Context: an optimization exercise on an open-source flow, tuned for small area. The choices shown serve that exercise and are no tape-out recipe. No functional check of the RTL was part of any run shown here. Power is estimated from default activity; no workload was simulated.

===== design/flow/run.sh =====
#!/bin/bash
# synth_recipe.tcl (not shown) runs the flow's synth.tcl, then flattens the netlist and writes it again
# the make line also repeats each setting of config.mk as NAME=value (left out here)
make -C /OpenROAD-flow-scripts/flow DESIGN_CONFIG=/design/flow/config.mk WORK_HOME=/design/flow/orfs CLKGATE_MAP_FILE= SYNTH_SCRIPT=/design/flow/synth_recipe.tcl finish

===== design/flow/config.mk =====
export PLATFORM = sky130hd
export DESIGN_NAME = UART_CONTROLLER
export DESIGN_NICKNAME = UART_CONTROLLER
export VERILOG_FILES = /design/flow/design.v
export SDC_FILE = /design/flow/constraint.sdc
export NUM_CORES = 4
export LEC_CHECK = 0
export CAP_MARGIN = 20
export CORE_MARGIN = 2
export CORE_UTILIZATION = 40
export SLEW_MARGIN = 20

===== design/flow/constraint.sdc =====
create_clock -name core_clock -period 10.0 [get_ports {clk}]
set_input_delay 2.0000 -clock core_clock [delete_from_list [all_inputs] [get_ports {clk}]]
set_output_delay 2.0000 -clock core_clock [all_outputs]
set_load 0.01 [all_outputs]

===== design/flow/design.v =====
module UART_RECEIVER
  #(
    parameter WORD_SIZE = 8,
    parameter CLOCK_FREQ = 50000000,
    parameter BAUD_RATE = 1250000
  )
  (
    input wire clk,
    input wire rst,
    input wire rx,
    output reg[WORD_SIZE-1:0] data_read,
    output reg rx_avbl_i
  );
  localparam BAUD_LIMIT = CLOCK_FREQ / BAUD_RATE;
  localparam QTR_BAUD = BAUD_LIMIT / 4;
  localparam THR_QTR_BAUD = BAUD_LIMIT * 4 / 5;
  reg[5:0] baud_counter;    
  wire baud = (baud_counter == 0);
  wire qtr_baud = (baud_counter == QTR_BAUD);
  wire thr_qtr_baud = (baud_counter == THR_QTR_BAUD);
  reg[2:0] STATE;
  localparam IDLE = 0;
  localparam START = 1;
  localparam WAIT = 2;
  localparam LISTEN = 3;
  localparam STOP = 4;
  localparam SECONDWAIT = 5;
  reg[2:0] bit_counter;
  reg prev_rx;
  wire negedge_rx = (prev_rx && ~rx);
  always @ (posedge clk) begin
    if (rst) begin
      STATE <= IDLE;
      bit_counter <= 0;
      rx_avbl_i <= 0;
      baud_counter <= 0;
    end else if (STATE != IDLE) begin
      if (baud_counter == BAUD_LIMIT) begin
        baud_counter <= 0;
      end else begin
        baud_counter <= (baud_counter + 1);
      end
    end else begin
      baud_counter <= 0;
    end
    if (baud && ~rst) begin
      case (STATE)
        IDLE: begin
          if (negedge_rx) begin
            STATE <= START;
            baud_counter <= 1;
          end
        end
        START: begin
          STATE <= WAIT;
        end
        WAIT: begin
        end
        LISTEN: begin
          data_read <= {data_read[WORD_SIZE-2:0], rx};
          if (bit_counter == (WORD_SIZE-1)) begin
            bit_counter <= 0;
            STATE <= STOP;
          end else begin
            bit_counter <= (bit_counter + 1);
          end
        end
        STOP: begin
          if (rx) begin
            rx_avbl_i <= 1;
          end else begin
            rx_avbl_i <= 0;
          end
          STATE <= SECONDWAIT;
        end
        default: begin
          STATE <= IDLE;
        end
      endcase
    end else if (qtr_baud) begin
      case (STATE)
        WAIT: begin
          STATE <= LISTEN;
          baud_counter <= 0;
        end
        default: begin
        end
      endcase
    end else if (thr_qtr_baud) begin
      case (STATE)
        SECONDWAIT: begin
          STATE <= IDLE;
        end
      endcase
    end
    if (rx_avbl_i) begin
      rx_avbl_i <= 0;
    end
    prev_rx <= rx;
  end
endmodule
module UART_TRANSMITTER
  #(
    parameter WORD_SIZE = 8,
    parameter CLOCK_FREQ = 50000000,
    parameter BAUD_RATE = 1250000
  )
  (
    input wire clk,
    input wire rst,
    input wire[WORD_SIZE-1:0] data_send,
    input wire tx_send_i,
    output reg tx_avbl_i,
    output reg tx
  );
  wire baud; 
  localparam BAUD_LIMIT = CLOCK_FREQ / BAUD_RATE;
  localparam TWO_BAUD_LIMIT = 2 * BAUD_LIMIT;  
  reg[6:0] baud_counter;    
  assign baud = (baud_counter == 0);
  reg[$clog2(WORD_SIZE)-1:0] bit_counter;
  reg[1:0] STATE;
  localparam IDLE = 0;
  localparam START = 1;
  localparam TRANSMIT = 2;
  localparam DONE = 3;
  always @ (posedge clk) begin
    if (rst) begin
      baud_counter <= 0;
    end else begin
      case (STATE)
        IDLE: begin
          if (baud || baud_counter == TWO_BAUD_LIMIT) begin
            baud_counter <= 0;
          end else begin
            baud_counter <= (baud_counter + 1);
          end
        end
        START: begin
          if (baud_counter == BAUD_LIMIT) begin
            baud_counter <= 0;
          end else begin
            baud_counter <= (baud_counter + 1);
          end
        end
        TRANSMIT: begin
          if (baud_counter == BAUD_LIMIT) begin
            baud_counter <= 0;
          end else begin
            baud_counter <= (baud_counter + 1);
          end
        end
        DONE: begin
          if (baud_counter == BAUD_LIMIT) begin
            baud_counter <= 0;
          end else begin
            baud_counter <= (baud_counter + 1);
          end
        end
      endcase
    end
  end
  always @ (posedge clk) begin
    if (rst) begin
      STATE <= IDLE;
      bit_counter <= 0;
      tx <= 1;
    end else begin
      case (STATE) 
        IDLE: begin 
          if (baud) begin
            if (tx_send_i) begin
              STATE <= START;
            end
            tx <= 1;
          end
        end
        START: begin
          tx <= 0;
          STATE <= TRANSMIT;
        end
        TRANSMIT: begin 
          if (baud) begin
            tx <= data_send[WORD_SIZE-bit_counter-1];
            if (bit_counter == (WORD_SIZE-1)) begin
              bit_counter <= 0;
              STATE <= DONE;
            end else begin
              bit_counter <= (bit_counter + 1);
              STATE <= TRANSMIT;
            end
        end
        end
        DONE: begin
          if (baud) begin
            tx <= 1;
            STATE <= IDLE;
          end
        end
      endcase
    end
  end
  always @ (posedge clk) begin
    if (rst) begin
      tx_avbl_i <= 0;
    end else begin
      case (STATE) 
        IDLE: begin 
          if (baud && ~tx_send_i) begin
            tx_avbl_i <= 1;
          end else begin
            tx_avbl_i <= 0;
          end
        end
        default: begin
          tx_avbl_i <= 0;
        end
      endcase
    end
  end
endmodule
module UART_CONTROLLER
  #(
    parameter rx_RING_SIZE =15,
    parameter tx_RING_SIZE = 15,
    parameter WORD_SIZE = 8
  )
  (
    input wire clk,
    input wire rst,
    input wire[WORD_SIZE-1:0] data_in,
    input wire write_nic,
    input wire read_nic,
    input wire rx,
    output reg[WORD_SIZE-1:0] data_out,
    output reg read_nic_i,
    output wire tx
  );
  wire rx_data_i; wire[WORD_SIZE-1:0] rx_data;
  reg tx_data_i; reg[WORD_SIZE-1:0] tx_data;
  wire tx_avbl_i;
  UART_RECEIVER uart_receiver(
    .clk(clk),
    .rst(rst),
    .rx(rx),
    .data_read(rx_data),
    .rx_avbl_i(rx_data_i)
  );
  UART_TRANSMITTER uart_transmitter(
    .clk(clk),
    .rst(rst),
    .data_send(tx_data),
    .tx_send_i(tx_data_i),
    .tx_avbl_i(tx_avbl_i),
    .tx(tx)
  );
  reg[WORD_SIZE-1:0] rx_q[0:14];    
  reg[3:0] rx_ring_size;
  reg[3:0] rx_dist;                 
  integer i;
  always @ (posedge clk) begin
    if (rx_data_i) begin
      rx_q[0] <= rx_data;
      for (i = 1; i < 15; i = i + 1) rx_q[i] <= rx_q[i-1];
    end
  end
  reg[WORD_SIZE-1:0] rx_head;
  always @* begin
    case (rx_dist)
      4'd0: rx_head = rx_q[14];
      4'd1: rx_head = rx_q[0];
      4'd2: rx_head = rx_q[1];
      4'd3: rx_head = rx_q[2];
      4'd4: rx_head = rx_q[3];
      4'd5: rx_head = rx_q[4];
      4'd6: rx_head = rx_q[5];
      4'd7: rx_head = rx_q[6];
      4'd8: rx_head = rx_q[7];
      4'd9: rx_head = rx_q[8];
      4'd10: rx_head = rx_q[9];
      4'd11: rx_head = rx_q[10];
      4'd12: rx_head = rx_q[11];
      4'd13: rx_head = rx_q[12];
      default: rx_head = rx_q[13];
    endcase
  end
  wire rx_full = (rx_ring_size == 4'd15);
  wire[3:0] rx_size1 = (rx_data_i && !rx_full) ? rx_ring_size + 4'd1 : rx_ring_size;
  wire rx_inc = rx_data_i;
  wire rx_dec = read_nic | (rx_data_i & rx_full);
  always @ (posedge clk) begin
    if (rst) begin
      rx_ring_size <= 0;
      rx_dist <= 0;
      read_nic_i <= 0;
      data_out <= 0;
    end else begin
      read_nic_i <= (rx_size1 != 0) && !read_nic_i && !read_nic;
      rx_ring_size <= read_nic ? rx_size1 - 4'd1 : rx_size1;
      if (rx_inc && !rx_dec)
        rx_dist <= (rx_dist == 4'd14) ? 4'd0 : rx_dist + 4'd1;
      else if (rx_dec && !rx_inc)
        rx_dist <= (rx_dist == 4'd0) ? 4'd14 : rx_dist - 4'd1;
      if (read_nic) data_out <= rx_head;
    end
  end
  reg[WORD_SIZE-1:0] tx_q[0:14];    
  reg[3:0] tx_ring_size;
  always @ (posedge clk) begin
    if (write_nic) begin
      tx_q[0] <= data_in;
      for (i = 1; i < 15; i = i + 1) tx_q[i] <= tx_q[i-1];
    end
  end
  reg[WORD_SIZE-1:0] tx_head;
  always @* begin
    case (tx_ring_size)
      4'd1: tx_head = tx_q[0];
      4'd2: tx_head = tx_q[1];
      4'd3: tx_head = tx_q[2];
      4'd4: tx_head = tx_q[3];
      4'd5: tx_head = tx_q[4];
      4'd6: tx_head = tx_q[5];
      4'd7: tx_head = tx_q[6];
      4'd8: tx_head = tx_q[7];
      4'd9: tx_head = tx_q[8];
      4'd10: tx_head = tx_q[9];
      4'd11: tx_head = tx_q[10];
      4'd12: tx_head = tx_q[11];
      4'd13: tx_head = tx_q[12];
      4'd14: tx_head = tx_q[13];
      default: tx_head = tx_q[14];
    endcase
  end
  wire take = (tx_ring_size != 0) && tx_avbl_i && !tx_data_i;
  wire[3:0] tx_size1 = take ? tx_ring_size - 4'd1 : tx_ring_size;
  always @ (posedge clk) begin
    if (take) tx_data <= tx_head;
    if (rst) begin
      tx_ring_size <= 0;
      tx_data_i <= 0;
    end else begin
      tx_data_i <= take;
      tx_ring_size <= (write_nic && tx_size1 != 4'd15) ? tx_size1 + 4'd1 : tx_size1;
    end
  end
endmodule

==> results of run 1 <==
-- final timing paths --
kind | from | endpoint | cells past startpoint
worst max-delay path | data_out[4]$_SDFFE_PP0P_ | data_out[4] | 1
worst min-delay path | tx_q[9][5]$_DFFE_PP_ | tx_q[10][5]$_DFFE_PP_ | 0
worst max register to register | tx_ring_size[0]$_SDFF_PP0_ | tx_ring_size[3]$_SDFF_PP0_ | 9
worst min register to register | tx_q[9][5]$_DFFE_PP_ | tx_q[10][5]$_DFFE_PP_ | 0
-- synth_stat cells (6+ instances only) --
cell type | count | share of area
xnor2_1 | 8 | 0.0056
buf_2 | 28 | 0.011
a22oi_1 | 22 | 0.013
a211oi_1 | 15 | 0.0090
a22o_1 | 16 | 0.011
o21ai_0 | 25 | 0.010
inv_1 | 24 | 0.0072
mux2i_1 | 13 | 0.010
mux4_2 | 6 | 0.011
a222oi_1 | 17 | 0.014
clkbuf_1 | 11 | 0.0033
nand2_1 | 45 | 0.013
edfxtp_1 | 256 | 0.61
nor2_1 | 49 | 0.015
buf_6 | 6 | 0.0054
o21a_1 | 8 | 0.0048
a221oi_1 | 19 | 0.013
xor2_1 | 6 | 0.0042
o21ai_1 | 11 | 0.0044
o211ai_1 | 6 | 0.0036
nor2b_1 | 12 | 0.0060
dfxtp_1 | 50 | 0.080
a31oi_1 | 14 | 0.0070
ha_1 | 29 | 0.029
nand3_1 | 28 | 0.011
a21oi_1 | 40 | 0.016
nor3_1 | 10 | 0.0040
-- cell type report --
| type | instances | area, sq um | share of cell area |
|---|---|---|---|
| Timing Repair Buffer | 37 | 334 | 0.0236 |
| Sequential cell | 306 | 8690 | 0.614 |
| Multi-Input combinational cell | 487 | 3480 | 0.246 |
| Clock buffer | 40 | 873 | 0.0617 |
| Clock inverter | 21 | 193 | 0.0136 |
| Inverter | 24 | 90.1 | 0.00636 |
| Tap cell | 396 | 495 | 0.0350 |
-- flip-flops by register name, indices dropped and copies added, names as in the netlist, 2 cells and up --
| signal | flops |
|---|---|
| tx_q | 120 |
| rx_ring_size | 4 |
| uart_receiver.data_read | 8 |
| rx_dist | 4 |
| uart_receiver.bit_counter | 3 |
| uart_receiver.STATE | 3 |
| tx_data | 8 |
| uart_receiver.baud_counter | 6 |
| uart_transmitter.bit_counter | 3 |
| uart_transmitter.STATE | 2 |
| uart_transmitter.baud_counter | 7 |
| rx_q | 120 |
| data_out | 8 |
| tx_ring_size | 4 |
-- layer usage --
metal	wire, microns	global-route usage	vias to the layer above
met4	499	0.0455	0
met1	11400	0.207	3632
met5	0	0	-
li1	-	-	3475
met3	1110	0.0248	38
met2	10800	0.226	176
-- cell usage in the layout, fill, tap and decap left out, drive strengths merged, types with 15 or more instances in the layout --
cell type      count
ha                29
a22o              16
a221oi            19
a211oi            15
dfxtp             50
edfxtp           256
a21oi             41
a222oi            17
buf               16
clkinv            15
clkbuf            40
nor2              49
inv               26
o21ai             36
nand2             45
a22oi             22
clkdlybuf4s50     21
nand3             28
-- kinds of logic (layout without fill, tap and decap cells) --
group | after synthesis | in the layout | share of synthesized area
compound gates | 230 | 230 | 0.133
flops | 306 | 306 | 0.693
buf+inv | 74 | 122 | 0.0297
fa+ha+maj | 29 | 29 | 0.0289
mux | 25 | 25 | 0.0268
simple gates | 189 | 189 | 0.0796
xor+xnor | 14 | 14 | 0.00977
-- through the flow --
step / cells / utilization / area (sq um) / hold slack [ns] / setup WS, ns
global route: 1311 / 0.461 / 14200 / 0.443 / 6.37
finish: 1311 / 0.461 / 14200 / 0.432 / 6.58
floorplan: 867 / - / 12500 / 0.400 / 5.53
CTS: 1311 / 0.460 / 14200 / 0.433 / 6.53
global placement: 1250 / 0.426 / 13100 / 0.416 / 6.14
detailed placement: 1250 / 0.426 / 13100 / 0.432 / 6.11
-- power groups by stage --
stage / Combinational (mW) / Clock (mW) / Sequential [mW]
floorplan: 0.530 / 0 / 1.53
global placement: 0.692 / 0 / 1.54
detailed placement: 0.696 / 0 / 1.54
CTS: 0.697 / 1.23 / 1.52
global route: 0.767 / 1.28 / 1.53
finish: 0.688 / 1.19 / 1.51
==> impl_metrics.json, run 1 <==
{
  "wl_microns": 23800,
  "cpLargestDelayFamily": "buffers and inverters",
  "drive_above_1_share": 0.0962,
  "clock_path_buffers": 3,
  "die_y_microns": 181,
  "reg2reg_slack_ns": 7.37,
  "antenna_found_initial": 0,
  "boundaryPins": 23,
  "syn-cell-area_sq_um": 12500,
  "cp_cell_sequence": "clkdlybuf4s50_1",
  "cts_setup_buffers": 0,
  "setup_viol": 0,
  "timing.final.crit_share": 0.342,
  "critPathRequiredTime_ns": 8.00,
  "grt_remaining_overflow": 0,
  "grt_usage": 0.145,
  "worstSetupPathType": "reg2out",
  "slowest_delay_ns": 0.55,
  "worst-path-buf-inv": 1,
  "viasPerCell": 5.58,
  "n_fill_cell": 2759,
  "wl_per_cell_microns": 18.1,
  "clkLatencyLatePin_ns": 0.52,
  "vias": 7321,
  "dieArea_sq_um": 32800,
  "leakagePower_nw": 4.70,
  "intPower_mw": 2.44,
  "drv_slew": 0,
  "drc": 0,
  "cts_hold_buf": 0,
  "antennaDiodeCount": 0,
  "grt_max_degree": 92,
  "port_buffers": 22,
  "power_mw": 3.40,
  "combPwrFrac": 0.203,
  "cts_tree": "built",
  "std_cell_rows": 64,
  "maxCapViolCount": 0,
  "finalHoldViolations": 0,
  "ys.flop_type": "edfxtp_1",
  "detail-route-antenna-nets": 0,
  "cts_max_level": 2,
  "avgSynthCellArea_sq_um": 14.5,
  "ys_types": 74,
  "die_w_microns": 181,
  "p_clk_frac": 0.352,
  "synth_edf_count": 256,
  "firstDrtPassIters": 5,
  "swShare": 0.281,
  "cts-resized-gates": 0,
  "critPathCaptureType": "primary output",
  "finalCriticalPeriod_ns": 3.42,
  "cts_buffers": 34,
  "initial_utilization": 0.408,
  "postSynthCellCount": 867,
  "drtIter0Drc": 595,
  "cts_root_buf": "clkbuf_16",
  "core-area_sq_um": 30700,
  "grt_pass1_vias": 7126,
  "clock_skew_ns": 0.0230,
  "ys_seq_area_frac": 0.693,
  "tightest_slew_ns": 0.921,
  "seqPwrFrac": 0.446,
  "dp_hpwl_microns": 13600,
  "place.gp.congestion": 0.723,
  "crit_path_start_kind": "flip-flop",
  "crit_slowest_cell": "clkdlybuf4s50_1",
  "worstPathArrival_ns": 1.42,
  "fmaxAchievable_mhz": 292,
  "synth_nets": 909,
  "ys_seq_elements": 306,
  "area_growth_pct": 12.9,
  "hold_class": "reg2reg",
  "cts.sink_count": 306,
  "relSlewSlack": 0.386,
  "synthArstFlopShare": 0,
  "power.switching_mw": 0.955,
  "yosys_warnings": 5,
  "finalSetupTns_ns": 0,
  "grt_pass1_wl_microns": 38600,
  "outcome": "timing/DRC/antenna clean",
  "cts.clk_slew.worst_paths_ns": 0.06,
  "rsz0062_at_grt": "no",
  "fin_nets": 932,
  "power_density_nw_per_um2": 240,
  "critPathMaxFanout": 2,
  "irDropWorstVdd_mv": 0.121
}
==> run 2, diff against run 1 <==
--- a/design/flow/config.mk
+++ b/design/flow/config.mk
@@ -10,2 +10,4 @@
 export CORE_UTILIZATION = 40
+export CTS_BUF_LIST = sky130_fd_sc_hd__clkbuf_4
+export HOLD_SLACK_MARGIN = 0
 export SLEW_MARGIN = 20
==> impl_metrics.json, run 2 <==
{
  "outcome": "timing/DRC/antenna clean",
  "cts_buffers": 83,
  "combPwrFrac": 0.212,
  "cts_root_buf": "clkbuf_4",
  "antenna_found_initial": 1,
  "cts.sink_count": 306,
  "rsz0062_at_grt": "no",
  "seq_area_sq_um": 8690,
  "place.gp.congestion": 0.723,
  "firstDrtPassIters": 5,
  "std_cell_rows": 64,
  "area_growth_pct": 12.4,
  "n_fill_cell": 2798,
  "tightest_slew_ns": 0.936,
  "cts_setup_buffers": 0,
  "clock_skew_ns": 0.0710,
  "timing.final.crit_share": 0.362,
  "ys_seq_elements": 306,
  "cts.clk_slew.worst_paths_ns": 0.07,
  "drc": 0,
  "relSlewSlack": 0.376,
  "vias": 7654,
  "ys_seq_area_frac": 0.693,
  "detail-route-antenna-nets": 0,
  "grt_max_degree": 92,
  "fmaxAchievable_mhz": 276,
  "mostFrequentLayoutCells": "edfxtp_1, clkbuf_4, nor2_1, dfxtp_1, nand2_1",
  "cts-resized-gates": 0,
  "irDropWorstVdd_mv": 0.0975,
  "multi_input_area_sq_um": 3480,
  "finalHoldViolations": 0,
  "critPathMaxFanout": 2,
  "synth_edf_count": 256,
  "finalNonFillerCells": 1392,
  "dp_hpwl_microns": 13600,
  "fin_nets": 981,
  "worstPathArrival_ns": 1.62,
  "viasPerCell": 5.50,
  "maxCapViolCount": 0,
  "ys.flop_type": "edfxtp_1",
  "dieArea_sq_um": 32800,
  "worst-path-buf-inv": 1,
  "drive_above_1_share": 0.169,
  "wl_per_cell_microns": 17.4,
  "mostFrequentLayoutCell": "edfxtp_1",
  "finalCriticalPeriod_ns": 3.62,
  "p_clk_frac": 0.323,
  "swShare": 0.299,
  "dpl.cell_count": 1250,
  "setup_viol": 0,
  "clock_path_buffers": 3,
  "die_w_microns": 181,
  "initial_utilization": 0.408,
  "synthArstFlopShare": 0,
  "leakagePower_nw": 4.77,
  "port_buffers": 22,
  "grt_pass1_vias": 7538,
  "critPathCaptureType": "primary output",
  "synthTopCellsByArea": "edfxtp_1, dfxtp_1, ha_1, a21oi_1, nor2_1",
  "drv_slew": 0,
  "seqPwrFrac": 0.465,
  "synth_most_common_cell": "edfxtp_1",
  "cts_tree": "built",
  "yosysTopAreaCell": "edfxtp_1",
  "power.switching_mw": 0.975,
  "syn-cell-area_sq_um": 12500,
  "cpLargestDelayFamily": "buffers and inverters",
  "boundaryPins": 23,
  "crit_slowest_cell": "clkdlybuf4s50_1",
  "worstSetupPathType": "reg2out",
  "clkLatencyLatePin_ns": 0.74,
  "die_y_microns": 181,
  "hold_class": "reg2reg",
  "slowest_delay_ns": 0.55,
  "power_density_nw_per_um2": 231,
  "yosys_warnings": 5,
  "ys_types": 74,
  "crit_path_start_kind": "flip-flop",
  "synth_top_area_frac": 0.613,
  "avgSynthCellArea_sq_um": 14.5,
  "core-area_sq_um": 30700,
  "cts_hold_buf": 0,
  "finalSetupTns_ns": 0,
  "holdWs_ns": 0.423,
  "grt_pass1_wl_microns": 39500,
  "drtIter0Drc": 709,
  "synth_nets": 909,
  "critPathRequiredTime_ns": 8.00,
  "wl_microns": 24300,
  "netlist_top_cells_count": "edfxtp_1, dfxtp_1, nor2_1",
  "intPower_mw": 2.28,
  "cp_cell_sequence": "clkdlybuf4s50_1",
  "reg.largest.list": "rx_q: 120 flops, tx_q: 120 flops",
  "grt_remaining_overflow": 0,
  "grt_usage": 0.149,
  "postSynthCellCount": 867,
  "cts_max_level": 3
}
## run 2: worst paths after layout
| check | start | end | slack (ns) | depth (start not counted) |
|---|---|---|---|---|
| setup / recovery | data_out[4]$_SDFFE_PP0P_ | data_out[4] | 6.38 | 1 |
| hold reg to reg | rx_q[7][2]$_DFFE_PP_ | rx_q[8][2]$_DFFE_PP_ | 0.42 | 0 |
| setup reg to reg | tx_ring_size[0]$_SDFF_PP0_ | tx_ring_size[3]$_SDFF_PP0_ | 7.35 | 9 |
| hold / removal | rx_q[7][2]$_DFFE_PP_ | rx_q[8][2]$_DFFE_PP_ | 0.42 | 0 |
## run 2: cell families (layout without fill, tap and decap cells)
| family | count (synthesis) | after routing | share of synthesized area |
|---|---|---|---|
| compound gates | 230 | 230 | 0.133 |
| xor+xnor | 14 | 14 | 0.00977 |
| mux | 25 | 25 | 0.0268 |
| simple gates | 189 | 189 | 0.0796 |
| flops | 306 | 306 | 0.693 |
| fa+ha+maj | 29 | 29 | 0.0289 |
| buf+inv | 74 | 202 | 0.0297 |
| other cells | 0 | 1 | 0 |
## run 2: cell type report
cell class,instances,share of cell area
Sequential cell,306,0.617
Clock buffer,119,0.0634
Clock inverter,22,0.00728
Multi-Input combinational cell,487,0.247
Antenna cell,1,0.000178
Timing Repair Buffer,37,0.0237
Inverter,24,0.00639
Tap cell,396,0.0352
## run 2: through the flow
| step | power [mW] | util | setup WS (ns) | cell area (sq um) |
|---|---|---|---|---|
| 2_1_floorplan | 2.06 | - | 5.53 | 12500 |
| 3_3_place_gp | 2.23 | 0.426 | 6.14 | 13100 |
| 3_5_place_dp | 2.24 | 0.426 | 6.11 | 13100 |
| 4_1_cts | 3.31 | 0.458 | 6.27 | 14100 |
| 5_1_grt | 3.45 | 0.458 | 6.28 | 14100 |
| 6_report | 3.26 | 0.458 | 6.38 | 14100 |
## run 2: layer usage
| layer | GRT usage | up-vias | part of all wire | routed length [microns] |
|---|---|---|---|---|
| met5 | 0 | - | 0 | 0 |
| met4 | 0.0650 | 0 | 0.021 | 498 |
| met3 | 0.0367 | 47 | 0.062 | 1500 |
| met2 | 0.227 | 245 | 0.45 | 11000 |
| met1 | 0.204 | 3745 | 0.46 | 11200 |
| li1 | - | 3617 | - | - |
## run 2: power groups by stage
stage / Combinational (mW) / Sequential, mW / Clock (mW)
2_1_floorplan: 0.530 / 1.53 / 0
3_3_place_gp: 0.692 / 1.54 / 0
3_5_place_dp: 0.696 / 1.54 / 0
4_1_cts: 0.698 / 1.52 / 1.10
5_1_grt: 0.767 / 1.52 / 1.16
6_report: 0.689 / 1.51 / 1.05

[re-timing with driven ports]
No port has a modelled driver above. Below, the same layouts with a new extraction and two added sets of constraints. Step 1 (the two cells are an assumption about what drives the block):
set clk [get_ports {clk}]
set_driving_cell -lib_cell sky130_fd_sc_hd__clkbuf_16 $clk
set_driving_cell -lib_cell sky130_fd_sc_hd__buf_2 [delete_from_list [all_inputs] $clk]
Step 2, shift: input delay + t, output delay - t, t = (earliest + latest rising clock arrival at the registers) / 2. This alone moves slack from input paths to output paths. Slacks: ideal / step 1 / step 2; pairs: ideal / step 1.
| run | t (ns) | slack for setup (ns) | hold WS [ns] | clock arrival spread, ns | pins driven straight from the clock port |
|---|---|---|---|---|---|
| run 1 | 0.551 | 6.581 / 6.534 / 6.060 | 0.432 / 0.432 / 0.432 | 0.024 / 0.024 | 1 |
| run 2 | 0.744 | 6.376 / 6.336 / 6.066 | 0.423 / 0.423 / 0.423 | 0.071 / 0.071 | 1 |
After both steps setup and hold are still met in every run listed. The setup slack of run 1, which loses most, moves by -0.047 ns with the drivers and by -0.521 ns with both steps.
